From an optimization exercise on the open Yosys and OpenROAD flow, aimed at small area, a short achievable clock period and few clock cycles; shortcuts taken in it are not production practice.
In this exercise RTL edits were held to simulation tests only and were not proved equivalent to the original.
Power and IR drop assume default switching activity.

`design/flow/design.v`:
```
package mp_types;
  typedef enum logic [1:0] {
    PREC_INT8  = 2'b00,
    PREC_FP16  = 2'b01,
    PREC_FP32  = 2'b10
  } prec_e;
  localparam int W_INT8 = 8;
  localparam int W_FP16 = 16;  
  localparam int W_FP32 = 32;  
  localparam int W_ACC_INT8 = 32;  
endpackage
module mul11_csa (
  input  logic [10:0] a,
  input  logic [10:0] b,
  output logic [21:0] s,
  output logic [21:0] c
);
  logic pp_0_0;
  logic pp_0_1;
  logic pp_0_2;
  logic pp_0_3;
  logic pp_0_4;
  logic pp_0_5;
  logic pp_0_6;
  logic pp_0_7;
  logic pp_0_8;
  logic pp_0_9;
  logic pp_0_10;
  logic pp_1_0;
  logic pp_1_1;
  logic pp_1_2;
  logic pp_1_3;
  logic pp_1_4;
  logic pp_1_5;
  logic pp_1_6;
  logic pp_1_7;
  logic pp_1_8;
  logic pp_1_9;
  logic pp_1_10;
  logic pp_2_0;
  logic pp_2_1;
  logic pp_2_2;
  logic pp_2_3;
  logic pp_2_4;
  logic pp_2_5;
  logic pp_2_6;
  logic pp_2_7;
  logic pp_2_8;
  logic pp_2_9;
  logic pp_2_10;
  logic pp_3_0;
  logic pp_3_1;
  logic pp_3_2;
  logic pp_3_3;
  logic pp_3_4;
  logic pp_3_5;
  logic pp_3_6;
  logic pp_3_7;
  logic pp_3_8;
  logic pp_3_9;
  logic pp_3_10;
  logic pp_4_0;
  logic pp_4_1;
  logic pp_4_2;
  logic pp_4_3;
  logic pp_4_4;
  logic pp_4_5;
  logic pp_4_6;
  logic pp_4_7;
  logic pp_4_8;
  logic pp_4_9;
  logic pp_4_10;
  logic pp_5_0;
  logic pp_5_1;
  logic pp_5_2;
  logic pp_5_3;
  logic pp_5_4;
  logic pp_5_5;
  logic pp_5_6;
  logic pp_5_7;
  logic pp_5_8;
  logic pp_5_9;
  logic pp_5_10;
  logic pp_6_0;
  logic pp_6_1;
  logic pp_6_2;
  logic pp_6_3;
  logic pp_6_4;
  logic pp_6_5;
  logic pp_6_6;
  logic pp_6_7;
  logic pp_6_8;
  logic pp_6_9;
  logic pp_6_10;
  logic pp_7_0;
  logic pp_7_1;
  logic pp_7_2;
  logic pp_7_3;
  logic pp_7_4;
  logic pp_7_5;
  logic pp_7_6;
  logic pp_7_7;
  logic pp_7_8;
  logic pp_7_9;
  logic pp_7_10;
  logic pp_8_0;
  logic pp_8_1;
  logic pp_8_2;
  logic pp_8_3;
  logic pp_8_4;
  logic pp_8_5;
  logic pp_8_6;
  logic pp_8_7;
  logic pp_8_8;
  logic pp_8_9;
  logic pp_8_10;
  logic pp_9_0;
  logic pp_9_1;
  logic pp_9_2;
  logic pp_9_3;
  logic pp_9_4;
  logic pp_9_5;
  logic pp_9_6;
  logic pp_9_7;
  logic pp_9_8;
  logic pp_9_9;
  logic pp_9_10;
  logic pp_10_0;
  logic pp_10_1;
  logic pp_10_2;
  logic pp_10_3;
  logic pp_10_4;
  logic pp_10_5;
  logic pp_10_6;
  logic pp_10_7;
  logic pp_10_8;
  logic pp_10_9;
  logic pp_10_10;
  logic hs0;
  logic hc0;
  logic fs1;
  logic fc1;
  logic hs2;
  logic hc2;
  logic fs3;
  logic fc3;
  logic hs4;
  logic hc4;
  logic fs5;
  logic fc5;
  logic hs6;
  logic hc6;
  logic fs7;
  logic fc7;
  logic hs8;
  logic hc8;
  logic fs9;
  logic fc9;
  logic fs10;
  logic fc10;
  logic hs11;
  logic hc11;
  logic fs12;
  logic fc12;
  logic fs13;
  logic fc13;
  logic fs14;
  logic fc14;
  logic fs15;
  logic fc15;
  logic fs16;
  logic fc16;
  logic fs17;
  logic fc17;
  logic fs18;
  logic fc18;
  logic fs19;
  logic fc19;
  logic fs20;
  logic fc20;
  logic fs21;
  logic fc21;
  logic fs22;
  logic fc22;
  logic fs23;
  logic fc23;
  logic fs24;
  logic fc24;
  logic fs25;
  logic fc25;
  logic fs26;
  logic fc26;
  logic fs27;
  logic fc27;
  logic fs28;
  logic fc28;
  logic fs29;
  logic fc29;
  logic hs30;
  logic hc30;
  logic fs31;
  logic fc31;
  logic hs32;
  logic hc32;
  logic fs33;
  logic fc33;
  logic fs34;
  logic fc34;
  logic fs35;
  logic fc35;
  logic fs36;
  logic fc36;
  logic fs37;
  logic fc37;
  logic fs38;
  logic fc38;
  logic fs39;
  logic fc39;
  logic fs40;
  logic fc40;
  logic fs41;
  logic fc41;
  logic fs42;
  logic fc42;
  logic fs43;
  logic fc43;
  logic fs44;
  logic fc44;
  logic fs45;
  logic fc45;
  logic fs46;
  logic fc46;
  logic fs47;
  logic fc47;
  logic fs48;
  logic fc48;
  logic fs49;
  logic fc49;
  logic fs50;
  logic fc50;
  logic fs51;
  logic fc51;
  logic fs52;
  logic fc52;
  logic fs53;
  logic fc53;
  logic fs54;
  logic fc54;
  logic fs55;
  logic fc55;
  logic hs56;
  logic hc56;
  logic fs57;
  logic fc57;
  logic fs58;
  logic fc58;
  logic fs59;
  logic fc59;
  logic fs60;
  logic fc60;
  logic fs61;
  logic fc61;
  logic fs62;
  logic fc62;
  logic fs63;
  logic fc63;
  logic fs64;
  logic fc64;
  logic fs65;
  logic fc65;
  logic fs66;
  logic fc66;
  logic fs67;
  logic fc67;
  logic fs68;
  logic fc68;
  logic fs69;
  logic fc69;
  logic fs70;
  logic fc70;
  logic fs71;
  logic fc71;
  logic hs72;
  logic hc72;
  logic fs73;
  logic fc73;
  logic fs74;
  logic fc74;
  logic fs75;
  logic fc75;
  logic fs76;
  logic fc76;
  logic fs77;
  logic fc77;
  logic fs78;
  logic fc78;
  logic fs79;
  logic fc79;
  logic fs80;
  logic fc80;
  logic fs81;
  logic fc81;
  logic fs82;
  logic fc82;
  logic fs83;
  logic fc83;
  logic fs84;
  logic fc84;
  logic fs85;
  logic fc85;
  logic fs86;
  logic fc86;
  logic fs87;
  logic fc87;
  logic fs88;
  logic fc88;
  logic fs89;
  logic fc89;
  assign pp_0_0 = a[0] & b[0];
  assign pp_0_1 = a[0] & b[1];
  assign pp_0_2 = a[0] & b[2];
  assign pp_0_3 = a[0] & b[3];
  assign pp_0_4 = a[0] & b[4];
  assign pp_0_5 = a[0] & b[5];
  assign pp_0_6 = a[0] & b[6];
  assign pp_0_7 = a[0] & b[7];
  assign pp_0_8 = a[0] & b[8];
  assign pp_0_9 = a[0] & b[9];
  assign pp_0_10 = a[0] & b[10];
  assign pp_1_0 = a[1] & b[0];
  assign pp_1_1 = a[1] & b[1];
  assign pp_1_2 = a[1] & b[2];
  assign pp_1_3 = a[1] & b[3];
  assign pp_1_4 = a[1] & b[4];
  assign pp_1_5 = a[1] & b[5];
  assign pp_1_6 = a[1] & b[6];
  assign pp_1_7 = a[1] & b[7];
  assign pp_1_8 = a[1] & b[8];
  assign pp_1_9 = a[1] & b[9];
  assign pp_1_10 = a[1] & b[10];
  assign pp_2_0 = a[2] & b[0];
  assign pp_2_1 = a[2] & b[1];
  assign pp_2_2 = a[2] & b[2];
  assign pp_2_3 = a[2] & b[3];
  assign pp_2_4 = a[2] & b[4];
  assign pp_2_5 = a[2] & b[5];
  assign pp_2_6 = a[2] & b[6];
  assign pp_2_7 = a[2] & b[7];
  assign pp_2_8 = a[2] & b[8];
  assign pp_2_9 = a[2] & b[9];
  assign pp_2_10 = a[2] & b[10];
  assign pp_3_0 = a[3] & b[0];
  assign pp_3_1 = a[3] & b[1];
  assign pp_3_2 = a[3] & b[2];
  assign pp_3_3 = a[3] & b[3];
  assign pp_3_4 = a[3] & b[4];
  assign pp_3_5 = a[3] & b[5];
  assign pp_3_6 = a[3] & b[6];
  assign pp_3_7 = a[3] & b[7];
  assign pp_3_8 = a[3] & b[8];
  assign pp_3_9 = a[3] & b[9];
  assign pp_3_10 = a[3] & b[10];
  assign pp_4_0 = a[4] & b[0];
  assign pp_4_1 = a[4] & b[1];
  assign pp_4_2 = a[4] & b[2];
  assign pp_4_3 = a[4] & b[3];
  assign pp_4_4 = a[4] & b[4];
  assign pp_4_5 = a[4] & b[5];
  assign pp_4_6 = a[4] & b[6];
  assign pp_4_7 = a[4] & b[7];
  assign pp_4_8 = a[4] & b[8];
  assign pp_4_9 = a[4] & b[9];
  assign pp_4_10 = a[4] & b[10];
  assign pp_5_0 = a[5] & b[0];
  assign pp_5_1 = a[5] & b[1];
  assign pp_5_2 = a[5] & b[2];
  assign pp_5_3 = a[5] & b[3];
  assign pp_5_4 = a[5] & b[4];
  assign pp_5_5 = a[5] & b[5];
  assign pp_5_6 = a[5] & b[6];
  assign pp_5_7 = a[5] & b[7];
  assign pp_5_8 = a[5] & b[8];
  assign pp_5_9 = a[5] & b[9];
  assign pp_5_10 = a[5] & b[10];
  assign pp_6_0 = a[6] & b[0];
  assign pp_6_1 = a[6] & b[1];
  assign pp_6_2 = a[6] & b[2];
  assign pp_6_3 = a[6] & b[3];
  assign pp_6_4 = a[6] & b[4];
  assign pp_6_5 = a[6] & b[5];
  assign pp_6_6 = a[6] & b[6];
  assign pp_6_7 = a[6] & b[7];
  assign pp_6_8 = a[6] & b[8];
  assign pp_6_9 = a[6] & b[9];
  assign pp_6_10 = a[6] & b[10];
  assign pp_7_0 = a[7] & b[0];
  assign pp_7_1 = a[7] & b[1];
  assign pp_7_2 = a[7] & b[2];
  assign pp_7_3 = a[7] & b[3];
  assign pp_7_4 = a[7] & b[4];
  assign pp_7_5 = a[7] & b[5];
  assign pp_7_6 = a[7] & b[6];
  assign pp_7_7 = a[7] & b[7];
  assign pp_7_8 = a[7] & b[8];
  assign pp_7_9 = a[7] & b[9];
  assign pp_7_10 = a[7] & b[10];
  assign pp_8_0 = a[8] & b[0];
  assign pp_8_1 = a[8] & b[1];
  assign pp_8_2 = a[8] & b[2];
  assign pp_8_3 = a[8] & b[3];
  assign pp_8_4 = a[8] & b[4];
  assign pp_8_5 = a[8] & b[5];
  assign pp_8_6 = a[8] & b[6];
  assign pp_8_7 = a[8] & b[7];
  assign pp_8_8 = a[8] & b[8];
  assign pp_8_9 = a[8] & b[9];
  assign pp_8_10 = a[8] & b[10];
  assign pp_9_0 = a[9] & b[0];
  assign pp_9_1 = a[9] & b[1];
  assign pp_9_2 = a[9] & b[2];
  assign pp_9_3 = a[9] & b[3];
  assign pp_9_4 = a[9] & b[4];
  assign pp_9_5 = a[9] & b[5];
  assign pp_9_6 = a[9] & b[6];
  assign pp_9_7 = a[9] & b[7];
  assign pp_9_8 = a[9] & b[8];
  assign pp_9_9 = a[9] & b[9];
  assign pp_9_10 = a[9] & b[10];
  assign pp_10_0 = a[10] & b[0];
  assign pp_10_1 = a[10] & b[1];
  assign pp_10_2 = a[10] & b[2];
  assign pp_10_3 = a[10] & b[3];
  assign pp_10_4 = a[10] & b[4];
  assign pp_10_5 = a[10] & b[5];
  assign pp_10_6 = a[10] & b[6];
  assign pp_10_7 = a[10] & b[7];
  assign pp_10_8 = a[10] & b[8];
  assign pp_10_9 = a[10] & b[9];
  assign pp_10_10 = a[10] & b[10];
  assign hs0 = pp_0_9 ^ pp_1_8;
  assign hc0 = pp_0_9 & pp_1_8;
  assign fs1 = pp_0_10 ^ pp_1_9 ^ pp_2_8;
  assign fc1 = (pp_0_10 & pp_1_9) | (pp_0_10 & pp_2_8) | (pp_1_9 & pp_2_8);
  assign hs2 = pp_3_7 ^ pp_4_6;
  assign hc2 = pp_3_7 & pp_4_6;
  assign fs3 = pp_1_10 ^ pp_2_9 ^ pp_3_8;
  assign fc3 = (pp_1_10 & pp_2_9) | (pp_1_10 & pp_3_8) | (pp_2_9 & pp_3_8);
  assign hs4 = pp_4_7 ^ pp_5_6;
  assign hc4 = pp_4_7 & pp_5_6;
  assign fs5 = pp_2_10 ^ pp_3_9 ^ pp_4_8;
  assign fc5 = (pp_2_10 & pp_3_9) | (pp_2_10 & pp_4_8) | (pp_3_9 & pp_4_8);
  assign hs6 = pp_0_6 ^ pp_1_5;
  assign hc6 = pp_0_6 & pp_1_5;
  assign fs7 = pp_0_7 ^ pp_1_6 ^ pp_2_5;
  assign fc7 = (pp_0_7 & pp_1_6) | (pp_0_7 & pp_2_5) | (pp_1_6 & pp_2_5);
  assign hs8 = pp_3_4 ^ pp_4_3;
  assign hc8 = pp_3_4 & pp_4_3;
  assign fs9 = pp_0_8 ^ pp_1_7 ^ pp_2_6;
  assign fc9 = (pp_0_8 & pp_1_7) | (pp_0_8 & pp_2_6) | (pp_1_7 & pp_2_6);
  assign fs10 = pp_3_5 ^ pp_4_4 ^ pp_5_3;
  assign fc10 = (pp_3_5 & pp_4_4) | (pp_3_5 & pp_5_3) | (pp_4_4 & pp_5_3);
  assign hs11 = pp_6_2 ^ pp_7_1;
  assign hc11 = pp_6_2 & pp_7_1;
  assign fs12 = pp_2_7 ^ pp_3_6 ^ pp_4_5;
  assign fc12 = (pp_2_7 & pp_3_6) | (pp_2_7 & pp_4_5) | (pp_3_6 & pp_4_5);
  assign fs13 = pp_5_4 ^ pp_6_3 ^ pp_7_2;
  assign fc13 = (pp_5_4 & pp_6_3) | (pp_5_4 & pp_7_2) | (pp_6_3 & pp_7_2);
  assign fs14 = pp_8_1 ^ pp_9_0 ^ hs0;
  assign fc14 = (pp_8_1 & pp_9_0) | (pp_8_1 & hs0) | (pp_9_0 & hs0);
  assign fs15 = pp_5_5 ^ pp_6_4 ^ pp_7_3;
  assign fc15 = (pp_5_5 & pp_6_4) | (pp_5_5 & pp_7_3) | (pp_6_4 & pp_7_3);
  assign fs16 = pp_8_2 ^ pp_9_1 ^ pp_10_0;
  assign fc16 = (pp_8_2 & pp_9_1) | (pp_8_2 & pp_10_0) | (pp_9_1 & pp_10_0);
  assign fs17 = hc0 ^ fs1 ^ hs2;
  assign fc17 = (hc0 & fs1) | (hc0 & hs2) | (fs1 & hs2);
  assign fs18 = pp_6_5 ^ pp_7_4 ^ pp_8_3;
  assign fc18 = (pp_6_5 & pp_7_4) | (pp_6_5 & pp_8_3) | (pp_7_4 & pp_8_3);
  assign fs19 = pp_9_2 ^ pp_10_1 ^ fc1;
  assign fc19 = (pp_9_2 & pp_10_1) | (pp_9_2 & fc1) | (pp_10_1 & fc1);
  assign fs20 = hc2 ^ fs3 ^ hs4;
  assign fc20 = (hc2 & fs3) | (hc2 & hs4) | (fs3 & hs4);
  assign fs21 = pp_5_7 ^ pp_6_6 ^ pp_7_5;
  assign fc21 = (pp_5_7 & pp_6_6) | (pp_5_7 & pp_7_5) | (pp_6_6 & pp_7_5);
  assign fs22 = pp_8_4 ^ pp_9_3 ^ pp_10_2;
  assign fc22 = (pp_8_4 & pp_9_3) | (pp_8_4 & pp_10_2) | (pp_9_3 & pp_10_2);
  assign fs23 = fc3 ^ hc4 ^ fs5;
  assign fc23 = (fc3 & hc4) | (fc3 & fs5) | (hc4 & fs5);
  assign fs24 = pp_3_10 ^ pp_4_9 ^ pp_5_8;
  assign fc24 = (pp_3_10 & pp_4_9) | (pp_3_10 & pp_5_8) | (pp_4_9 & pp_5_8);
  assign fs25 = pp_6_7 ^ pp_7_6 ^ pp_8_5;
  assign fc25 = (pp_6_7 & pp_7_6) | (pp_6_7 & pp_8_5) | (pp_7_6 & pp_8_5);
  assign fs26 = pp_9_4 ^ pp_10_3 ^ fc5;
  assign fc26 = (pp_9_4 & pp_10_3) | (pp_9_4 & fc5) | (pp_10_3 & fc5);
  assign fs27 = pp_4_10 ^ pp_5_9 ^ pp_6_8;
  assign fc27 = (pp_4_10 & pp_5_9) | (pp_4_10 & pp_6_8) | (pp_5_9 & pp_6_8);
  assign fs28 = pp_7_7 ^ pp_8_6 ^ pp_9_5;
  assign fc28 = (pp_7_7 & pp_8_6) | (pp_7_7 & pp_9_5) | (pp_8_6 & pp_9_5);
  assign fs29 = pp_5_10 ^ pp_6_9 ^ pp_7_8;
  assign fc29 = (pp_5_10 & pp_6_9) | (pp_5_10 & pp_7_8) | (pp_6_9 & pp_7_8);
  assign hs30 = pp_0_4 ^ pp_1_3;
  assign hc30 = pp_0_4 & pp_1_3;
  assign fs31 = pp_0_5 ^ pp_1_4 ^ pp_2_3;
  assign fc31 = (pp_0_5 & pp_1_4) | (pp_0_5 & pp_2_3) | (pp_1_4 & pp_2_3);
  assign hs32 = pp_3_2 ^ pp_4_1;
  assign hc32 = pp_3_2 & pp_4_1;
  assign fs33 = pp_2_4 ^ pp_3_3 ^ pp_4_2;
  assign fc33 = (pp_2_4 & pp_3_3) | (pp_2_4 & pp_4_2) | (pp_3_3 & pp_4_2);
  assign fs34 = pp_5_1 ^ pp_6_0 ^ hs6;
  assign fc34 = (pp_5_1 & pp_6_0) | (pp_5_1 & hs6) | (pp_6_0 & hs6);
  assign fs35 = pp_5_2 ^ pp_6_1 ^ pp_7_0;
  assign fc35 = (pp_5_2 & pp_6_1) | (pp_5_2 & pp_7_0) | (pp_6_1 & pp_7_0);
  assign fs36 = hc6 ^ fs7 ^ hs8;
  assign fc36 = (hc6 & fs7) | (hc6 & hs8) | (fs7 & hs8);
  assign fs37 = pp_8_0 ^ fc7 ^ hc8;
  assign fc37 = (pp_8_0 & fc7) | (pp_8_0 & hc8) | (fc7 & hc8);
  assign fs38 = fs9 ^ fs10 ^ hs11;
  assign fc38 = (fs9 & fs10) | (fs9 & hs11) | (fs10 & hs11);
  assign fs39 = fc9 ^ fc10 ^ hc11;
  assign fc39 = (fc9 & fc10) | (fc9 & hc11) | (fc10 & hc11);
  assign fs40 = fs12 ^ fs13 ^ fs14;
  assign fc40 = (fs12 & fs13) | (fs12 & fs14) | (fs13 & fs14);
  assign fs41 = fc12 ^ fc13 ^ fs15;
  assign fc41 = (fc12 & fc13) | (fc12 & fs15) | (fc13 & fs15);
  assign fs42 = fs16 ^ fc14 ^ fs17;
  assign fc42 = (fs16 & fc14) | (fs16 & fs17) | (fc14 & fs17);
  assign fs43 = fc15 ^ fc16 ^ fs18;
  assign fc43 = (fc15 & fc16) | (fc15 & fs18) | (fc16 & fs18);
  assign fs44 = fc17 ^ fs19 ^ fs20;
  assign fc44 = (fc17 & fs19) | (fc17 & fs20) | (fs19 & fs20);
  assign fs45 = fc18 ^ fs21 ^ fs22;
  assign fc45 = (fc18 & fs21) | (fc18 & fs22) | (fs21 & fs22);
  assign fs46 = fc19 ^ fc20 ^ fs23;
  assign fc46 = (fc19 & fc20) | (fc19 & fs23) | (fc20 & fs23);
  assign fs47 = fc21 ^ fc22 ^ fs24;
  assign fc47 = (fc21 & fc22) | (fc21 & fs24) | (fc22 & fs24);
  assign fs48 = fs25 ^ fc23 ^ fs26;
  assign fc48 = (fs25 & fc23) | (fs25 & fs26) | (fc23 & fs26);
  assign fs49 = pp_10_4 ^ fc24 ^ fc25;
  assign fc49 = (pp_10_4 & fc24) | (pp_10_4 & fc25) | (fc24 & fc25);
  assign fs50 = fs27 ^ fs28 ^ fc26;
  assign fc50 = (fs27 & fs28) | (fs27 & fc26) | (fs28 & fc26);
  assign fs51 = pp_8_7 ^ pp_9_6 ^ pp_10_5;
  assign fc51 = (pp_8_7 & pp_9_6) | (pp_8_7 & pp_10_5) | (pp_9_6 & pp_10_5);
  assign fs52 = fc27 ^ fc28 ^ fs29;
  assign fc52 = (fc27 & fc28) | (fc27 & fs29) | (fc28 & fs29);
  assign fs53 = pp_6_10 ^ pp_7_9 ^ pp_8_8;
  assign fc53 = (pp_6_10 & pp_7_9) | (pp_6_10 & pp_8_8) | (pp_7_9 & pp_8_8);
  assign fs54 = pp_9_7 ^ pp_10_6 ^ fc29;
  assign fc54 = (pp_9_7 & pp_10_6) | (pp_9_7 & fc29) | (pp_10_6 & fc29);
  assign fs55 = pp_7_10 ^ pp_8_9 ^ pp_9_8;
  assign fc55 = (pp_7_10 & pp_8_9) | (pp_7_10 & pp_9_8) | (pp_8_9 & pp_9_8);
  assign hs56 = pp_0_3 ^ pp_1_2;
  assign hc56 = pp_0_3 & pp_1_2;
  assign fs57 = pp_2_2 ^ pp_3_1 ^ pp_4_0;
  assign fc57 = (pp_2_2 & pp_3_1) | (pp_2_2 & pp_4_0) | (pp_3_1 & pp_4_0);
  assign fs58 = pp_5_0 ^ hc30 ^ fs31;
  assign fc58 = (pp_5_0 & hc30) | (pp_5_0 & fs31) | (hc30 & fs31);
  assign fs59 = fc31 ^ hc32 ^ fs33;
  assign fc59 = (fc31 & hc32) | (fc31 & fs33) | (hc32 & fs33);
  assign fs60 = fc33 ^ fs35 ^ fc34;
  assign fc60 = (fc33 & fs35) | (fc33 & fc34) | (fs35 & fc34);
  assign fs61 = fc35 ^ fc36 ^ fs37;
  assign fc61 = (fc35 & fc36) | (fc35 & fs37) | (fc36 & fs37);
  assign fs62 = fc37 ^ fc38 ^ fs39;
  assign fc62 = (fc37 & fc38) | (fc37 & fs39) | (fc38 & fs39);
  assign fs63 = fc39 ^ fs41 ^ fc40;
  assign fc63 = (fc39 & fs41) | (fc39 & fc40) | (fs41 & fc40);
  assign fs64 = fc41 ^ fs43 ^ fc42;
  assign fc64 = (fc41 & fs43) | (fc41 & fc42) | (fs43 & fc42);
  assign fs65 = fc43 ^ fs45 ^ fc44;
  assign fc65 = (fc43 & fs45) | (fc43 & fc44) | (fs45 & fc44);
  assign fs66 = fc45 ^ fs47 ^ fc46;
  assign fc66 = (fc45 & fs47) | (fc45 & fc46) | (fs47 & fc46);
  assign fs67 = fc47 ^ fs49 ^ fc48;
  assign fc67 = (fc47 & fs49) | (fc47 & fc48) | (fs49 & fc48);
  assign fs68 = fs51 ^ fc49 ^ fs52;
  assign fc68 = (fs51 & fc49) | (fs51 & fs52) | (fc49 & fs52);
  assign fs69 = fc51 ^ fs53 ^ fc52;
  assign fc69 = (fc51 & fs53) | (fc51 & fc52) | (fs53 & fc52);
  assign fs70 = pp_10_7 ^ fc53 ^ fs55;
  assign fc70 = (pp_10_7 & fc53) | (pp_10_7 & fs55) | (fc53 & fs55);
  assign fs71 = pp_8_10 ^ pp_9_9 ^ pp_10_8;
  assign fc71 = (pp_8_10 & pp_9_9) | (pp_8_10 & pp_10_8) | (pp_9_9 & pp_10_8);
  assign hs72 = pp_0_2 ^ pp_1_1;
  assign hc72 = pp_0_2 & pp_1_1;
  assign fs73 = pp_2_1 ^ pp_3_0 ^ hs56;
  assign fc73 = (pp_2_1 & pp_3_0) | (pp_2_1 & hs56) | (pp_3_0 & hs56);
  assign fs74 = hc56 ^ fs57 ^ hs30;
  assign fc74 = (hc56 & fs57) | (hc56 & hs30) | (fs57 & hs30);
  assign fs75 = fc57 ^ hs32 ^ fs58;
  assign fc75 = (fc57 & hs32) | (fc57 & fs58) | (hs32 & fs58);
  assign fs76 = fc58 ^ fs59 ^ fs34;
  assign fc76 = (fc58 & fs59) | (fc58 & fs34) | (fs59 & fs34);
  assign fs77 = fc59 ^ fs36 ^ fs60;
  assign fc77 = (fc59 & fs36) | (fc59 & fs60) | (fs36 & fs60);
  assign fs78 = fs38 ^ fc60 ^ fs61;
  assign fc78 = (fs38 & fc60) | (fs38 & fs61) | (fc60 & fs61);
  assign fs79 = fc61 ^ fs62 ^ fs40;
  assign fc79 = (fc61 & fs62) | (fc61 & fs40) | (fs62 & fs40);
  assign fs80 = fc62 ^ fs42 ^ fs63;
  assign fc80 = (fc62 & fs42) | (fc62 & fs63) | (fs42 & fs63);
  assign fs81 = fs44 ^ fc63 ^ fs64;
  assign fc81 = (fs44 & fc63) | (fs44 & fs64) | (fc63 & fs64);
  assign fs82 = fs46 ^ fc64 ^ fs65;
  assign fc82 = (fs46 & fc64) | (fs46 & fs65) | (fc64 & fs65);
  assign fs83 = fs48 ^ fc65 ^ fs66;
  assign fc83 = (fs48 & fc65) | (fs48 & fs66) | (fc65 & fs66);
  assign fs84 = fs50 ^ fc66 ^ fs67;
  assign fc84 = (fs50 & fc66) | (fs50 & fs67) | (fc66 & fs67);
  assign fs85 = fs68 ^ fc50 ^ fc67;
  assign fc85 = (fs68 & fc50) | (fs68 & fc67) | (fc50 & fc67);
  assign fs86 = fs54 ^ fc68 ^ fs69;
  assign fc86 = (fs54 & fc68) | (fs54 & fs69) | (fc68 & fs69);
  assign fs87 = fs70 ^ fc54 ^ fc69;
  assign fc87 = (fs70 & fc54) | (fs70 & fc69) | (fc54 & fc69);
  assign fs88 = fs71 ^ fc55 ^ fc70;
  assign fc88 = (fs71 & fc55) | (fs71 & fc70) | (fc55 & fc70);
  assign fs89 = pp_9_10 ^ pp_10_9 ^ fc71;
  assign fc89 = (pp_9_10 & pp_10_9) | (pp_9_10 & fc71) | (pp_10_9 & fc71);
  assign s[0] = pp_0_0;
  assign c[0] = 1'b0;
  assign s[1] = pp_0_1;
  assign c[1] = pp_1_0;
  assign s[2] = hs72;
  assign c[2] = pp_2_0;
  assign s[3] = hc72;
  assign c[3] = fs73;
  assign s[4] = fc73;
  assign c[4] = fs74;
  assign s[5] = fc74;
  assign c[5] = fs75;
  assign s[6] = fc75;
  assign c[6] = fs76;
  assign s[7] = fc76;
  assign c[7] = fs77;
  assign s[8] = fc77;
  assign c[8] = fs78;
  assign s[9] = fc78;
  assign c[9] = fs79;
  assign s[10] = fc79;
  assign c[10] = fs80;
  assign s[11] = fc80;
  assign c[11] = fs81;
  assign s[12] = fc81;
  assign c[12] = fs82;
  assign s[13] = fc82;
  assign c[13] = fs83;
  assign s[14] = fc83;
  assign c[14] = fs84;
  assign s[15] = fc84;
  assign c[15] = fs85;
  assign s[16] = fc85;
  assign c[16] = fs86;
  assign s[17] = fc86;
  assign c[17] = fs87;
  assign s[18] = fc87;
  assign c[18] = fs88;
  assign s[19] = fc88;
  assign c[19] = fs89;
  assign s[20] = fc89;
  assign c[20] = pp_10_10;
  assign s[21] = 1'b0;
  assign c[21] = 1'b0;
endmodule
module pfx_add #(parameter int W = 8) (
  input  logic [W-1:0] a,
  input  logic [W-1:0] b,
  input  logic         cin,
  output logic [W-1:0] s,
  output logic         cout
);
  localparam int L = $clog2(W);
  logic [(L+1)*W-1:0] g, p;
  logic [W-1:0] p0;
  assign p0 = a ^ b;
  assign g[W-1:0] = (a & b) | {{(W-1){1'b0}}, p0[0] & cin};
  assign p[W-1:0] = p0;
  genvar l, i;
  generate
    for (l = 0; l < L; l++) begin : lv
      for (i = 0; i < W; i++) begin : bt
        if ((i >> l) & 1) begin : cmb
          assign g[(l+1)*W+i] = g[l*W+i] | (p[l*W+i] & g[l*W+((i>>l)<<l)-1]);
          assign p[(l+1)*W+i] = p[l*W+i] & p[l*W+((i>>l)<<l)-1];
        end else begin : pass
          assign g[(l+1)*W+i] = g[l*W+i];
          assign p[(l+1)*W+i] = p[l*W+i];
        end
      end
    end
  endgenerate
  assign s    = p0 ^ {g[L*W +: W-1], cin};
  assign cout = g[L*W+W-1];
endmodule
module pfx_inc #(parameter int W = 8) (
  input  logic [W-1:0] x,
  output logic [W:0]   s
);
  logic [W:0] c;    
  assign c[0] = 1'b1;
  genvar i;
  generate
    for (i = 1; i <= W; i++) begin : cy
      assign c[i] = &x[i-1:0];
    end
  endgenerate
  assign s = {1'b0, x} ^ c;
endmodule
module fp16_mul_a (
  input  logic [15:0] a,
  input  logic [15:0] b,
  output logic [23:0] r
);
  logic        a_max, b_max, a_zero, b_zero, a_nan, b_nan, nan, inf, zero;
  logic [21:0] ts, tc, p;
  logic [5:0]  e0;
  mul11_csa u_tree (.a({1'b1, a[9:0]}), .b({1'b1, b[9:0]}), .s(ts), .c(tc));
  pfx_add #(.W(22)) u_cpa (.a(ts), .b(tc), .cin(1'b0), .s(p), .cout());
  always_comb begin
    a_max  = &a[14:10];
    b_max  = &b[14:10];
    a_zero = ~|a[14:10];
    b_zero = ~|b[14:10];
    a_nan  = a_max & (|a[9:0]);
    b_nan  = b_max & (|b[9:0]);
    nan    = a_nan | b_nan | (a_max & b_zero) | (a_zero & b_max);
    inf    = ~nan & (a_max | b_max);
    zero   = ~nan & ~inf & (a_zero | b_zero);
    e0     = {1'b0, a[14:10]} + {1'b0, b[14:10]};
    r      = {nan, inf, zero, a[15] ^ b[15], e0, |p[8:0], p[21:9]};
  end
endmodule
module fp16_mul_b (
  input  logic [23:0] r,
  output logic [15:0] y
);
  logic        nan, inf, zero, s, st_lo;
  logic [5:0]  e0;
  logic [21:9] p;
  logic        hi, st_hi, inc_lo, inc_hi, ovf;
  logic [10:0] mant;
  logic [11:0] mant_p1, mant_r;
  logic [6:0]  em15, em14, em13, ef;
  assign {nan, inf, zero, s, e0, st_lo, p} = r;
  assign mant = p[21] ? p[21:11] : p[20:10];
  pfx_inc #(.W(11)) u_inc (.x(mant), .s(mant_p1));
  always_comb begin
    hi     = p[21];
    st_hi  = st_lo | p[9];
    inc_lo = p[9]  & (st_lo | p[10]);
    inc_hi = p[10] & (st_hi | p[11]);
    mant_r = (hi ? inc_hi : inc_lo) ? mant_p1 : {1'b0, mant};
    ovf = mant_r[11];
    em15 = {1'b0, e0} - 7'd15;
    em14 = {1'b0, e0} - 7'd14;
    em13 = {1'b0, e0} - 7'd13;
    case ({hi, ovf})
      2'b00:   ef = em15;
      2'b11:   ef = em13;
      default: ef = em14;
    endcase
    if (nan)
      y = 16'h7e00;
    else if (inf)
      y = {s, 5'h1f, 10'h0};
    else if (zero || (hi ? e0 < 6'd15 : e0 < 6'd16))
      y = {s, 15'h0};
    else if (!ef[6] && ef >= 7'd31)
      y = {s, 5'h1f, 10'h0};
    else
      y = {s, ef[4:0], mant_r[9:0]};
  end
endmodule
module fp16_mul (
  input  logic [15:0] a,
  input  logic [15:0] b,
  output logic [15:0] y
);
  logic [23:0] r;
  fp16_mul_a u_a (.a(a), .b(b), .r(r));
  fp16_mul_b u_b (.r(r), .y(y));
endmodule
module fp16_add_align (
  input  logic [15:0] a,
  input  logic [15:0] b,
  output logic [23:0] r
);
  logic        ge, swap, sx, sy, sub;
  logic [4:0]  ex, ey, d, d_ab, d_ba;
  logic        a_zero, b_zero;
  logic        a_nan, b_nan, a_inf, b_inf, nan, inf, zs;
  logic [13:0] ma, mb, mx, my, my_sh, lost;
  logic        sticky;
  logic [14:0] sum;
  pfx_add #(.W(15)) u_cmp (.a(a[14:0]), .b(~b[14:0]), .cin(1'b1), .s(), .cout(ge));
  pfx_add #(.W(15)) u_add (.a({1'b0, mx}), .b({1'b0, my_sh} ^ {15{sub}}), .cin(sub), .s(sum), .cout());
  always_comb begin
    a_zero = ~|a[14:10];
    b_zero = ~|b[14:10];
    a_nan  = (&a[14:10]) & (|a[9:0]);
    b_nan  = (&b[14:10]) & (|b[9:0]);
    a_inf  = (&a[14:10]) & ~(|a[9:0]);
    b_inf  = (&b[14:10]) & ~(|b[9:0]);
    nan    = a_nan | b_nan | (a_inf & b_inf & (a[15] ^ b[15]));
    inf    = a_inf | b_inf;
    zs     = a_zero & b_zero & a[15] & b[15];
    ma   = a_zero ? 14'h0 : {1'b1, a[9:0], 3'b000};
    mb   = b_zero ? 14'h0 : {1'b1, b[9:0], 3'b000};
    d_ab = a[14:10] - b[14:10];
    d_ba = b[14:10] - a[14:10];
    swap = ~ge;
    sub  = a[15] ^ b[15];
    if (swap) begin
      sx = b[15]; ex = b[14:10]; mx = mb; my = ma; d = d_ba;
    end else begin
      sx = a[15]; ex = a[14:10]; mx = ma; my = mb; d = d_ab;
    end
    lost = my & ~(14'h3fff << d);
    if (d >= 5'd14) begin
      my_sh  = 14'h0;
      sticky = |my;
    end else begin
      my_sh  = my >> d;
      sticky = |lost;
    end
    my_sh[0] = my_sh[0] | sticky;
    r = {nan, inf, zs, sx, ex, sum};
  end
endmodule
module fp16_add_norm (
  input  logic [23:0] r,
  output logic [15:0] y
);
  logic        nan, inf, zs, sx;
  logic [4:0]  ex;
  logic [14:0] sum;
  logic [13:0] n;
  logic [3:0]  lz;
  logic [10:0] mant;
  logic        g, st, inc, uf;
  logic [11:0] mant_p1, mant_r;
  logic [5:0]  e;
  pfx_inc #(.W(11)) u_inc (.x(mant), .s(mant_p1));
  always_comb begin
    {nan, inf, zs, sx, ex, sum} = r;
    lz = 4'd0;
    for (int q = 0; q <= 13; q++)
      if (sum[q]) lz = 4'(13 - q);
    if (sum[14]) begin
      n  = {sum[14:2], sum[1] | sum[0]};
      e  = {1'b0, ex} + 6'd1;
      uf = 1'b0;
    end else begin
      n  = sum[13:0] << lz;
      e  = {1'b0, ex} - {2'b00, lz};
      uf = {1'b0, lz} >= ex;
    end
    mant   = n[13:3];
    g      = n[2];
    st     = n[1] | n[0];
    inc    = g & (st | mant[0]);
    mant_r = inc ? mant_p1 : {1'b0, mant};
    e      = e + {5'b0, mant_r[11]};
    if (nan)
      y = 16'h7e00;
    else if (inf)
      y = {sx, 5'h1f, 10'h0};
    else if (sum == 15'h0)
      y = {zs, 15'h0};
    else if (uf)
      y = {sx, 15'h0};
    else if (e >= 6'd31)
      y = {sx, 5'h1f, 10'h0};
    else
      y = {sx, e[4:0], mant_r[9:0]};
  end
endmodule
module gemm_controller (
  input  logic        clk,
  input  logic        rstn,
  input  logic        start,
  input  logic [15:0] M, K, Ncols,
  output logic        done,
  output logic [13:0] addr_A,
  input  logic [31:0] data_A,
  output logic [13:0] addr_B,
  input  logic [31:0] data_B,
  output logic [13:0] addr_C,
  output logic [31:0] data_C,
  output logic        we_C
);
  logic [14:0] n_q;
  logic [13:0] k_q;
  logic        busy, pre, ph, gnew;
  logic [1:0]  bub;                 
  logic [13:0] kl;                  
  logic [13:0] alt_A, alt_B;        
  logic [13:0] col, rb0;            
  logic [14:0] rows_left;           
  logic        more;                
  logic        b_c1v, b_r1v, b_re, b_fin;    
  logic        col_end1, col_end2, c1v, lastcol, r1v, lastrow;
  logic        k_is1, kl_is2, go, issue, s0, s1, s0_new, stop, load0, load1, klast;
  logic [13:0] col_p1, rb1;
  logic        f0_k0, f0_kl;
  logic [5:1]  k0_p;                
  logic        adr_ph, d_ph;        
  logic [5:0]  la;                  
  logic [3:0]  slot0, slot1;        
  logic        wp, rp;              
  logic        q1, q2, q3;          
  logic        w_c1v, w_r1v, w_re, w_fin;
  logic [13:0] wbase, wrow;         
  logic [15:0] a0_r, a1_r, b_r, b1_r;
  logic [23:0] pm0, pm0_c, pm1, pm1_c, mid0, mid0_c, mid1, mid1_c;
  logic [15:0] prod0, prod0_c, prod1, prod1_c, prod1d, acc0, acc1, y0, y1, acc0_in, acc1_in, dc;
  assign col_p1   = col + 14'd1;
  assign col_end1 = {1'b0, col_p1} == n_q;             
  assign col_end2 = ({1'b0, col_p1} + 15'd1) == n_q;   
  assign c1v      = !col_end1;
  assign lastcol  = col_end1 || col_end2;
  assign r1v      = rows_left != 15'd1;
  assign lastrow  = (rows_left == 15'd1) || (rows_left == 15'd2);
  assign rb1      = rb0 + k_q;
  assign k_is1    = (k_q == 14'd1);
  assign kl_is2   = (kl == 14'd2);
  assign go     = !busy && start;
  assign issue  = busy && !pre && (bub == 2'd0);
  assign s0     = issue && !ph;
  assign s1     = issue && ph;
  assign s0_new = s0 && gnew;
  assign stop   = s0_new && !more;
  assign load0  = s0_new && more;
  assign load1  = s1 && f0_k0;
  assign klast  = gnew ? k_is1 : kl_is2;      
  always_ff @(posedge clk) begin
    if (!rstn) busy <= 1'b0;
    else if (go) busy <= 1'b1;
    else if (stop) busy <= 1'b0;
  end
  always_ff @(posedge clk) begin
    n_q <= Ncols[14:0];
    k_q <= K[13:0];
    pre <= go;
    if (!busy) begin
      rows_left <= M[14:0];
      ph <= 1'b0; gnew <= 1'b1; more <= 1'b1; bub <= 2'd0;
      col <= '0; rb0 <= '0;
    end else begin
      if (bub != 2'd0) bub <= bub - 2'd1;
      if (issue) ph <= ~ph;
      if (s0) begin
        f0_k0 <= gnew;
        f0_kl <= klast;
        kl    <= gnew ? k_q : kl - 14'd1;
      end
      if (load0) begin
        gnew <= 1'b0;
        b_c1v <= c1v; b_r1v <= r1v; b_re <= lastcol; b_fin <= lastcol && lastrow;
      end else if (s1 && f0_kl) begin
        gnew <= 1'b1;
        if (k_is1) bub <= 2'd2;
      end
      if (load1) begin
        if (lastcol) begin
          col <= '0;
          rb0 <= rb0 + {k_q[12:0], 1'b0};
          rows_left <= rows_left - 15'd2;
          if (lastrow) more <= 1'b0;
        end else
          col <= col + 14'd2;
      end
    end
    if (load0) begin
      addr_A <= rb0; addr_B <= col;
    end else if (load1) begin
      addr_A <= rb1; addr_B <= col_p1;
    end else if (issue) begin
      addr_A <= alt_A; addr_B <= alt_B;
    end
    alt_A <= addr_A + 14'd1;
    alt_B <= addr_B + n_q[13:0];
  end
  always_ff @(posedge clk) begin
    adr_ph <= issue && ph;
    d_ph   <= adr_ph;
    k0_p <= {k0_p[4:1], f0_k0};
  end
  always_ff @(posedge clk) begin
    if (!rstn) begin
      la <= '0; wp <= 1'b0; rp <= 1'b0;
      q1 <= 1'b0; q2 <= 1'b0; q3 <= 1'b0;
      we_C <= 1'b0; done <= 1'b0;
    end else begin
      la <= {la[4:0], s0 && !stop && klast};
      if (s0 && !stop && klast) wp <= ~wp;
      if (la[5]) rp <= ~rp;
      q1 <= la[5]; q2 <= q1; q3 <= q2;
      we_C <= la[5] | (q1 & w_c1v) | (q2 & w_r1v) | (q3 & w_r1v & w_c1v);
      done <= q3 & w_fin;
    end
  end
  always_ff @(posedge clk) begin
    if (s0 && !stop && klast) begin
      if (wp) slot1 <= gnew ? {c1v, r1v, lastcol, lastcol && lastrow} : {b_c1v, b_r1v, b_re, b_fin};
      else    slot0 <= gnew ? {c1v, r1v, lastcol, lastcol && lastrow} : {b_c1v, b_r1v, b_re, b_fin};
    end
  end
  always_ff @(posedge clk) begin
    if (la[5]) begin
      {w_c1v, w_r1v, w_re, w_fin} <= rp ? slot1 : slot0;
    end
    if (!rstn || (q3 && w_fin)) begin
      wbase <= '0; wrow <= '0;
    end else if (q3) begin
      if (w_re) begin
        wbase <= wrow + {n_q[12:0], 1'b0};
        wrow  <= wrow + {n_q[12:0], 1'b0};
      end else
        wbase <= wbase + 14'd2;
    end
  end
  always_ff @(posedge clk) begin
    if (la[5])        addr_C <= wbase;
    else if (q1)      addr_C <= wbase + 14'd1;
    else if (q2)      addr_C <= wbase + n_q[13:0];
    else if (q3)      addr_C <= wbase + n_q[13:0] + 14'd1;
  end
  always_ff @(posedge clk) begin
    if (!d_ph) a0_r <= data_A[15:0];
    else       a1_r <= data_A[15:0];
    b_r  <= data_B[15:0];
    b1_r <= b_r;
  end
  fp16_mul_a u_m0a (.a(a0_r), .b(b_r),  .r(pm0_c));
  fp16_mul_b u_m0b (.r(pm0), .y(prod0_c));
  fp16_mul_a u_m1a (.a(a1_r), .b(b1_r), .r(pm1_c));
  fp16_mul_b u_m1b (.r(pm1), .y(prod1_c));
  assign acc0_in = {y0[15] & ~k0_p[3], y0[14:10] & {5{~k0_p[3]}}, y0[9:0]};
  assign acc1_in = {y1[15] & ~k0_p[5], y1[14:10] & {5{~k0_p[5]}}, y1[9:0]};
  fp16_add_align u_al0 (.a(acc0), .b(prod0),  .r(mid0_c));
  fp16_add_norm  u_nr0 (.r(mid0), .y(y0));
  fp16_add_align u_al1 (.a(acc1), .b(prod1d), .r(mid1_c));
  fp16_add_norm  u_nr1 (.r(mid1), .y(y1));
  always_ff @(posedge clk) begin
    pm0    <= pm0_c;
    pm1    <= pm1_c;
    prod0  <= prod0_c;
    prod1  <= prod1_c;
    prod1d <= prod1;
    mid0   <= mid0_c;
    mid1   <= mid1_c;
    acc0   <= acc0_in;
    acc1   <= acc1_in;
    dc     <= (q2 || q3) ? y1 : y0;
  end
  assign data_C = {16'h0000, dc};
endmodule
```
`design/flow/flow/run.sh`:
```
#!/bin/bash
# The standard layout, with the port buffers made of sky130_fd_sc_hd__buf_2
# (ORFS's buffer_ports otherwise picks clkdlybuf4s50_1, a slow delay cell).
set -euo pipefail
export BUFFER_PORTS_ARGS="-buffer_cell sky130_fd_sc_hd__buf_2"
bash standard.sh > standard.log 2>&1
```
`design/flow/standard.sh`:
```
#!/bin/bash
# synth_recipe.tcl (not shown) runs the flow's synth.tcl, then flattens the netlist and writes it again
# the make line also repeats each setting of config.mk as NAME=value (left out here)
make -C /OpenROAD-flow-scripts/flow DESIGN_CONFIG=/design/flow/config.mk WORK_HOME=/design/flow/orfs CLKGATE_MAP_FILE= SYNTH_SCRIPT=/design/flow/synth_recipe.tcl "${@:-finish}"
```
`design/flow/config.mk`:
```
export PLATFORM = sky130hd
export DESIGN_NAME = gemm_controller
export DESIGN_NICKNAME = gemm_controller
export VERILOG_FILES = /design/flow/design.v
export SDC_FILE = /design/flow/constraint.sdc
export NUM_CORES = 4
export LEC_CHECK = 0
export CAP_MARGIN = 20
export CORE_MARGIN = 2
export CORE_UTILIZATION = 40
export PLACE_DENSITY = 0.6
export SLEW_MARGIN = 20
```
`design/flow/constraint.sdc`:
```
create_clock -name core_clock -period 30.0 [get_ports {clk}]
set_input_delay 6.0000 -clock core_clock [delete_from_list [all_inputs] [get_ports {clk}]]
set_output_delay 6.0000 -clock core_clock [all_outputs]
set_load 0.01 [all_outputs]
```
==> results of run 1 <==
[through the flow]
step                      cell area [µm²]  hold WS [ns]  instances
after floorplan                     34400         0.310       3794
after global placement              35900         0.311       4924
after detailed placement            35900         0.313       4924
after CTS                           37900         0.325       5028
after global routing                37900         0.330       5029
final                               37900         0.321       5029
[sequential cells by signal (all words and copies together) (netlist names), 15 cells and up]
register,cells
acc0,16
b_r,16
a1_r,16
n_q,15
mid1,24
rows_left,15
prod0,16
prod1d,16
dc,16
b1_r,16
a0_r,16
pm1,24
pm0,24
acc1,16
prod1,16
mid0,24
[cell usage in the layout, fill, tap and decap left out, drive strengths merged, types with 33 or more instances in the layout]
master / count
a21o: 49
a21oi: 213
and2: 155
buf: 154
clkbuf: 79
dfxtp: 360
edfxtp: 121
fa: 184
ha: 247
inv: 345
mux2: 46
mux2i: 79
nand2: 356
nand3: 111
nand4: 33
nor2: 279
nor2b: 37
nor3: 83
nor4: 51
o21ai: 188
xnor2: 154
xor2: 104
[cell families after synthesis]
kind of cell / after synthesis / share of synthesized area, %
adders and majority gates: 431 / 19.7
DFF: 481 / 31.6
and+or+nand+nor: 1248 / 17.9
AOI/OAI and AO/OA: 711 / 13.4
muxes: 142 / 4.93
xor gates and xnor gates: 258 / 6.58
buffers and inverters: 507 / 5.86
other: 1 / 0.0109
[routing by layer]
layer	part of all wire [%]	track usage, %	up-vias	wire, µm
met4	2.1	4.44	0	1760
li1	-	-	13100	-
met1	49	26.7	12400	40800
met5	0	0	-	0
met3	3.6	1.93	96	3010
met2	45	30.7	446	38000
[final cells by class]
cell class              instances  area, µm²  share of cell area [%]
well taps                    1144       1430                    3.77
inverters                     339       1270                    3.36
clock inverters                25        342                   0.901
diodes                          1       2.50                 0.00660
clock buffers                  79       1660                    4.38
flip-flops and latches        481      10800                    28.6
repair buffers                154        811                    2.14
multi-input cells            2806      21600                    56.9
[power by group]
group | leakage [nW] | switching [mW] | internal (mW)
Clock | 0.976 | 0.291 | 0.434
Sequential | 4.14 | 0.167 | 0.820
Combinational | 11.3 | 1.29 | 0.920
[worst paths after layout]
kind | end | slack, ns
min reg2reg | prod1d[3]$_DFF_P_ | 0.32
min | prod1d[3]$_DFF_P_ | 0.32
max reg2reg | mid0[9]$_DFF_P_ | 23.72
max | addr_A[11] | 22.74
==> run summary, run 1 <==
Floorplan:
- The total number of placement rows is 107.
- Pin placement for this block handled around 190 I/O pins.
- The die is a little under 300 µm tall.
- After floorplanning, the core was sized to cover roughly 85,000 µm².
- The die is 297 µm wide.
- For this configuration, the core starts out at a cell density of 40.3%.
- The die covers between 80,000 and 90,000 µm².

Critical path:
- The most critical setup path has its startpoint at addr_A[11]$_DFFE_PP_.
- STA classifies the critical path endpoint as a primary output.
- The worst-case reg-to-reg path depth is 22.
- The worst endpoint data arrival time is approximately 1.3 ns.
- In this run the number of cells on the critical path is 1.
- The largest driver fanout on the critical path is 4.
- Grouping stages by cell kind, the critical path spends the most delay in flip-flops.
- The kind of critical path is reg2out.
- STA classifies the critical path startpoint as a register.
- The worst-path cell with the longest stage delay is sky130_fd_sc_hd__edfxtp_1.
- The launch point of the worst reg-to-reg path is prod0[10]$_SDFF_PP1_.
- At the worst endpoint, the required time is around 24 ns.
- Together, buffers and inverters on the worst path number 1.
- The highest cell delay on the worst timing path is 0.45 ns.
- The signal on the critical path passes through buf_2.

Cells and area:
- At the end of the flow the core is filled with cells to 44.5%.
- The layout overhead on the synthesized area is 10.5%.
- The net count of the finished layout is ~4.4k.
- In the final layout, the share of cells above drive strength 1 is under 10%.
- The count of filler cells inserted in the layout is 8,364.

Route:
- The number of vias per cell is about 5.2.
- The total number of vias is roughly 26k.
- The first-iteration detailed-routing DRC count is ~1.5k.
- The post-detailed-routing wire length is around 84 mm.
- After detailed routing, the average wire length per cell comes to 16.6 µm.
- The detail route stage leaves a number of antenna-violating nets equal to 0.
- In the routed design, unresolved DRC markers number 0.
- The first detailed-routing pass ran for 5 iterations.

Logic synthesis:
- The post-synthesis instance area is between 30,000 and 40,000 µm².
- Sorting the synthesized cells by how often they occur yields sky130_fd_sc_hd__dfxtp_1, sky130_fd_sc_hd__nand2_1, sky130_fd_sc_hd__inv_1.
- After synthesis, the cell types taking the most area are sky130_fd_sc_hd__dfxtp_1, sky130_fd_sc_hd__fa_1, sky130_fd_sc_hd__edfxtp_1.
- The flip-flop cell with the highest count after synthesis is sky130_fd_sc_hd__dfxtp_1.
- In this run, distinct cell masters in the synthesized netlist total ~110.
- The portion of the post-synthesis area used by sequential elements is between 30% and 40%.
- The number of storage elements in the synthesis netlist is a little under 500.
- The Yosys step of the flow raised 5 warnings.
- sky130_fd_sc_hd__dfxtp_1 is the most common cell in the netlist.
- The post-synthesis average cell area is about 9.1 µm².
- The largest total area in the synthesized netlist belongs to sky130_fd_sc_hd__dfxtp_1.
- The share of synthesized flip-flops with an asynchronous set or reset is 0%.
- The count of mapped cells out of synthesis is 3,779.
- Yosys mapped a number of flops with a built-in enable equal to between 100 and 150.
- The area fraction of the dominant cell type after synthesis is a little over a fifth.

Clock tree:
- Post-CTS repair changed the size of 0 cells.
- The H-tree level count is 2.
- The tree is rooted in a sky130_fd_sc_hd__clkbuf_16.
- For this design, the CTS-stage hold fixing added 0 buffers.
- Counting every sink on the clock net gives 481.
- Counting along the longest clock path gives a buffer depth of 3.
- Clock tree synthesis inserted a total of between 50 and 60 buffers.
- TritonCTS built the clock tree.
- The insertion delay of the later-clocked pin in the worst-skew pair is roughly 0.63 ns.
- The CTS clock-pin slew for the worst setup and hold paths is around 0.06 ns.
- Once the clock tree was built, the setup fixing pass inserted 0 buffers.

Min path:
- The path category of the worst min-delay check is reg2reg.
- In this run the most critical hold path is launched from prod1[3]$_SDFF_PP0_.
- Along the worst hold path, the cell count comes to 0.

Power and ir drop:
- The static power due to leakage is 16.5 nW.
- The design draws ~3.9 mW.
- The total power per unit cell area is about 100 nW/µm².
- IR analysis of the VDD net gives a maximum drop of roughly 0.056 mV.

Timing:
- The setup violation total in the final timing report is 0.
- The minimum clock period after layout is 7.26 ns.
- The number of hold-slack violations in the final timing report was 0.
- The final period utilization is 24.2%.
- The transition at the pin with the smallest max-transition slack is slightly above 1 ns.
- The worst clock skew is 0.0300 ns.
- The number of max-slew violations in the final report came to 0.
- The highest clock rate is between 100 and 150 MHz.
- Measured against its own limit, the worst slew margin works out to 31.3%.
- The final setup slack of the worst path is about 23 ns.
- Setup total negative slack on the finished layout was measured at 0 ns.
- Setup repair after global routing left no endpoint under its margin.

Placement:
- Detailed placement finished with a half-perimeter wire length of between 60 and 70 mm.
- At the end of routability-driven placement, the weighted congestion stood at approximately 0.9.
- The number of buffer cells added on primary ports is roughly 140.
- Before CTS, the worst setup slack after placement is roughly 23 ns.

Global route:
- The aggregate global routing overflow is 0.
- The number of antenna violations at the first check in global routing is 1.
- Entering global routing, the biggest net connects 45 pins.
- The number of global-route vias before repair is 25.7k.
- The first global-routing pass estimated 138 mm of wire.
- The global-route usage over all layers is 18.8%.

Status:
- The flow ran to the end and the layout has no timing, DRC or antenna violations.

Run:
- The tool flagged a number of max-cap violations equal to 0.
Testbench counts, summed over its fixed seeds: cycles 38,586.
==> inputs of run 2 (changes only) <==
--- a/design/flow/design.v
+++ b/design/flow/design.v
@@ -912,4 +912,5 @@
   logic        w_c1v, w_r1v, w_re, w_fin;
   logic [13:0] wbase, wrow;         
+  logic        rst_q;               
   logic [15:0] a0_r, a1_r, b_r, b1_r;
   logic [23:0] pm0, pm0_c, pm1, pm1_c, mid0, mid0_c, mid1, mid1_c;
@@ -976,5 +977,5 @@
     end else if (load1) begin
       addr_A <= rb1; addr_B <= col_p1;
-    end else if (issue) begin
+    end else begin
       addr_A <= alt_A; addr_B <= alt_B;
     end
@@ -1011,5 +1012,6 @@
       {w_c1v, w_r1v, w_re, w_fin} <= rp ? slot1 : slot0;
     end
-    if (!rstn || (q3 && w_fin)) begin
+    rst_q <= !rstn;
+    if (rst_q || (q3 && w_fin)) begin
       wbase <= '0; wrow <= '0;
     end else if (q3) begin
@@ -1022,8 +1024,8 @@
   end
   always_ff @(posedge clk) begin
-    if (la[5])        addr_C <= wbase;
-    else if (q1)      addr_C <= wbase + 14'd1;
-    else if (q2)      addr_C <= wbase + n_q[13:0];
-    else if (q3)      addr_C <= wbase + n_q[13:0] + 14'd1;
+    if (q1)      addr_C <= wbase + 14'd1;
+    else if (q2) addr_C <= wbase + n_q[13:0];
+    else if (q3) addr_C <= wbase + n_q[13:0] + 14'd1;
+    else         addr_C <= wbase;
   end
   always_ff @(posedge clk) begin
==> run 2 against run 1 <==
Clock power fell by 4.6%. Critical endpoint is now addr_A[2]. Via count rose by 1.9%. Critical path type unchanged. Still clean. Worst setup slack got worse by 0.036 ns. Cell area fell by 1.5%. First-iteration DRC count rose by 7.5%. Combinational power rose by 8%. Sequential cell count rose by 1. Non-clock buffer count fell by 1. Count of clock-buffer cells in the layout fell by 3.
==> run summary, run 2 <==
Global route:
- The pin count of the biggest net entering global routing is 71 (+58%).
- The global-route usage over all layers is 19.2% (+0.36 points).
- The number of global-route vias before repair came to 25.6k (-0.50%).
- The global-route wire length before repair is 136 mm (-1.3%).
- The number of antenna violations at the first check in global routing is 0 (-1).
- The aggregate global routing overflow is 0 (unchanged).

Timing:
- The setup TNS after final layout is 0 ns (unchanged).
- The highest clock rate is 137 MHz (-0.49%).
- The worst clock skew came to 0.0224 ns (-0.00760 ns).
- The number of hold-slack violations in the final timing report is 0 (unchanged).
- The number of max-slew violations in the final report is 0 (unchanged).
- The final period utilization is 24.3% (+0.12 points).
- The worst hold-check slack is 0.315 ns (-0.00574 ns).
- The transition at the pin with the smallest max-transition slack was 1.02 ns (-0.0130 ns).
- The headroom to the max-slew limit is 30.3% (-0.98 points).
- Setup repair after global routing left no endpoint under its margin.
- The final setup slack of the worst path is 22.71 ns (-0.0356 ns).
- The minimum clock period after layout is 7.29 ns (+0.0356 ns).
- The setup violation total in the final timing report is 0 (unchanged).

Logic synthesis:
- The portion of the post-synthesis area used by sequential elements is 30.8% (-0.82 points).
- The area fraction of the dominant cell type after synthesis came to 23.8% (+2.8 points).
- The number of warnings issued by yosys is 5 (unchanged).
- The post-synthesis average cell area is 8.81 µm² (-3.0%).
- The count of mapped cells out of synthesis came to 3,853 (+2.0%).
- The number of storage elements in the synthesis netlist is 482 (+0.21%).
- Yosys instantiated no cell more often than sky130_fd_sc_hd__nand2_1.
- The number of distinct library cells after synthesis is 99 (-6.6%).
- The count of flip-flops with a built-in enable after synthesis came to 79 (-35%).
- The share of synthesized flip-flops with an asynchronous set or reset is 0% (unchanged).
- The flip-flop cell with the highest count after synthesis is sky130_fd_sc_hd__dfxtp_1.
- The post-synthesis instance area is 33,900 µm² (-1.1%).
- Summed over all instances, the cell type with the most area after synthesis is sky130_fd_sc_hd__dfxtp_1.
- By area the synthesized netlist is led by sky130_fd_sc_hd__dfxtp_1, sky130_fd_sc_hd__fa_1, sky130_fd_sc_hd__ha_1.
- Counting instances in the post-synthesis netlist gives the leading cell types as sky130_fd_sc_hd__nand2_1, sky130_fd_sc_hd__dfxtp_1, sky130_fd_sc_hd__inv_1.

Power and ir drop:
- The power share of the sequential group came to 24.8% (-0.4 points).
- The switching power of the nets is 1.87 mW (+7.0%).
- The clock network fraction of design power was 16.9% (-1.6 points).
- The static power due to leakage was 16.4 nW (-0.36%).
- The part of the total power dissipated in combinational logic is 58.3% (+1.9 points).
- The worst vdd rail ir drop is 0.0593 mV (+5.2%).
- The total power per unit cell area is 110 nW/µm² (+5.9%).
- The internal power summed over all cells is 2.22 mW (+2.3%).
- The switching part of the total came to 45.7% (+1.1 points).

Route:
- The detailed-router iteration count before antenna repair is 5 (unchanged).
- The post-detailed-routing wire length is 84.4 mm (+0.90%).
- The total number of vias is 26.5k (+1.9%).
- The first-iteration detailed-routing DRC count is 1,579 (+7.5%).
- The number of design rule violations left after detail routing is 0 (unchanged).
- The routed wirelength normalized by instance count is 16.6 µm (-0.13%).
- The number of antenna-violating nets in the routed design was 0 (unchanged).
- The number of vias per cell was 5.22 (+0.83%).

Placement:
- The setup slack at placement is 23.31 ns (+0.596 ns).
- The final weighted congestion in routability-driven placement is 0.895 (+1.9%).
- The HPWL after detailed placement was 62.7 mm (-0.37%).
- The number of buffer cells added on primary ports is 138 (unchanged).
- The instance count after placement with tap cells included is 4,977 (+1.1%).

Critical path:
- The count of buffering cells on the critical path with inverters included is 1 (unchanged).
- The capture point of the worst reg-to-reg path is mid0[11]$_DFF_P_.
- The launch point of the worst reg-to-reg path is prod0[10]$_SDFF_PP1_.
- The largest driver fanout on the critical path is 6 (+2).
- The highest cell delay on the worst timing path is 0.47 ns (+0.02 ns).
- On the critical path, the stage with the largest delay is an instance of sky130_fd_sc_hd__dfxtp_1.
- The kind of critical path is reg2out.
- The data required time of the critical path is 24.00 ns (about the same).
- The type of element launching the critical path is a register.
- Grouping stages by cell kind, the critical path spends the most delay in flip-flops.
- The slack of the worst reg-to-reg path is 23.27 ns (-0.45 ns).
- The worst-case reg-to-reg path depth came to 23 (+4.5%).
- The worst endpoint data arrival time came to 1.29 ns (+0.03 ns).
- The signal on the critical path passes through buf_2.
- The critical path endpoint category is a primary output.

Min path:
- The capture endpoint of the worst hold path is prod1d[3]$_DFF_P_.
- The count of cells along the worst hold path is 0 (unchanged).
- The path category of the worst min-delay check is reg2reg.
- The worst hold path begins at prod1[3]$_SDFF_PP0_.

Status:
- The run finished with no timing, DRC or antenna violations.

Clock tree:
- The clock sink count is 482 (+0.21%).
- The total CTS buffers came to 55 (unchanged).
- The H-tree level count came to 2 (unchanged).
- The hold buffer count at CTS is 0 (unchanged).
- The CTS clock-pin slew for the worst setup and hold paths came to 0.06 ns (about the same).
- The worst-case clock buffer depth was 3 (unchanged).
- The number of gates given a new drive strength after cts was 0 (unchanged).
- The number of buffers added for setup after CTS is 0 (unchanged).
- The root buffer cell is sky130_fd_sc_hd__clkbuf_16.
- The insertion delay of the later-clocked pin in the worst-skew pair is 0.61 ns (-0.02 ns).
- The CTS tree is built.

Cells and area:
- The utilization after layout is 44.6% (about the same).
- The post-layout instance count excluding filler cells is 5,081 (+1.0%).
- The fraction of layout cells with a size suffix above 1 came to 8.87% (-0.89 points).
- The layout overhead on the synthesized area is 10.1%.
- The net count of the finished layout is 4,447 (+1.5%).
- Leaving out fill and tap cells, the most frequent cell in the layout is sky130_fd_sc_hd__nand2_1.
- In the layout the commonest cells are sky130_fd_sc_hd__nand2_1, sky130_fd_sc_hd__dfxtp_1, sky130_fd_sc_hd__inv_1.
- The antenna diode count came to 0 (-1).

Floorplan:
- The floorplan core area was 83,800 µm² (-1.6%).
- The total number of placement rows is 106 (-0.93%).
- The total die area came to 87,200 µm² (-1.1%).
- The count of pins on the block boundary was 191 (unchanged).
- The starting density of the core is 40.5% (+0.18 points).
- The x dimension of the die was 295 µm (-0.56%).
- The height of the chip is 295 µm (-0.56%).

Run:
- The max capacitance violation total is 0 (unchanged).
## run 2: cell types whose count changed after synthesis, moves of 11 or more
cell / delta
sky130_fd_sc_hd__nand2_1: +65
sky130_fd_sc_hd__a211oi_1: +11
sky130_fd_sc_hd__a31oi_1: +12
sky130_fd_sc_hd__edfxtp_1: -42
sky130_fd_sc_hd__o21ai_0: +12
sky130_fd_sc_hd__nand4_1: -12
sky130_fd_sc_hd__dfxtp_1: +43
sky130_fd_sc_hd__nor2_1: +12
sky130_fd_sc_hd__nor2b_1: -12
## run 2: power by group through the flow
| stage | combinational, mW | clock, mW | sequential [mW] |
|---|---|---|---|
| after global routing | 2.69 | 0.738 | 1.03 |
| after floorplan | 1.87 | 0 | 0.947 |
| final | 2.39 | 0.692 | 1.02 |
| after detailed placement | 2.36 | 0 | 1.02 |
| after CTS | 2.38 | 0.713 | 1.01 |
| after global placement | 2.35 | 0 | 1.03 |
## run 2: worst max path at each step
stage / end / depth (start not counted) / start
2_1_floorplan: rows_left[1]$_DFFE_PP_ / 1 / M[1]
3_3_place_gp: addr_A[2] / 1 / addr_A[2]$_DFF_P_
3_5_place_dp: mid0[11]$_DFF_P_ / 23 / prod0[10]$_SDFF_PP1_
4_1_cts: addr_A[2] / 1 / addr_A[2]$_DFF_P_
5_1_grt: addr_A[2] / 1 / addr_A[2]$_DFF_P_
6_report: addr_A[2] / 1 / addr_A[2]$_DFF_P_
## run 2: per-stage QoR
step,instance area [µm²],power [mW]
floorplan,34000,2.81
global placement,35500,3.37
detailed placement,35500,3.38
CTS,37400,4.11
global route,37400,4.46
finish,37400,4.10
## run 2: cell families after synthesis
kind of cell / share of synthesized area [%]
other: 0.0111
xor gates and xnor gates: 6.52
DFF: 30.8
AOI/OAI and AO/OA: 14.2
muxes: 4.80
buffers and inverters: 6.09
and+or+nand+nor: 17.7
adders and majority gates: 20.0
## run 2: metal layers
layer / track usage [%] / wire length [µm] / part of all wire [%] / vias to the layer above
li1: - / - / - / 13200
met1: 26.6 / 39900 / 47 / 12500
met2: 30.9 / 38300 / 45 / 619
met3: 2.86 / 4010 / 4.8 / 135
met4: 5.53 / 2080 / 2.5 / 0
met5: 0 / 0 / 0 / -
## run 2: final cells by class
type	count	area [µm²]
fill	8282	46500
timing repair buffer	153	801
multi-input combinational	2861	21500
clock buffer	76	1570
tap	1134	1420
inverter	348	1310
sequential	482	10400
clock inverter	27	319
Testbench counts of run 2, summed over its fixed seeds: cycles 38,586.

==> afterwards: timing with drivers on the ports <==
The flow's constraints put no driver on any port. The routed layouts listed below were extracted and timed again, unchanged, in two steps.
Step 1 assumes that a clkbuf_16 drives the clock port and a buf_2 every other input.
Step 2 adds t to the input delays and takes it off the output delays; t is the mean of the earliest and latest rising clock arrival at the registers after step 1. Input paths then give back, and output paths get back, about the clock's delay inside the block.
Three values: ideal, step 1, step 2; two values: the first two.
| run | t, ns | setup slack, ns | worst slew at a driven data input, ns |
|---|---|---|---|
| run 1 | 0.676 | 22.741 / 22.675 / 22.677 | 0.09 |
| run 2 | 0.665 | 22.705 / 22.647 / 23.268 | 0.05 |
After both steps every run listed still meets setup and hold. The setup slack of run 1, which loses most, moves by -0.066 ns with the drivers and by -0.064 ns with both steps.
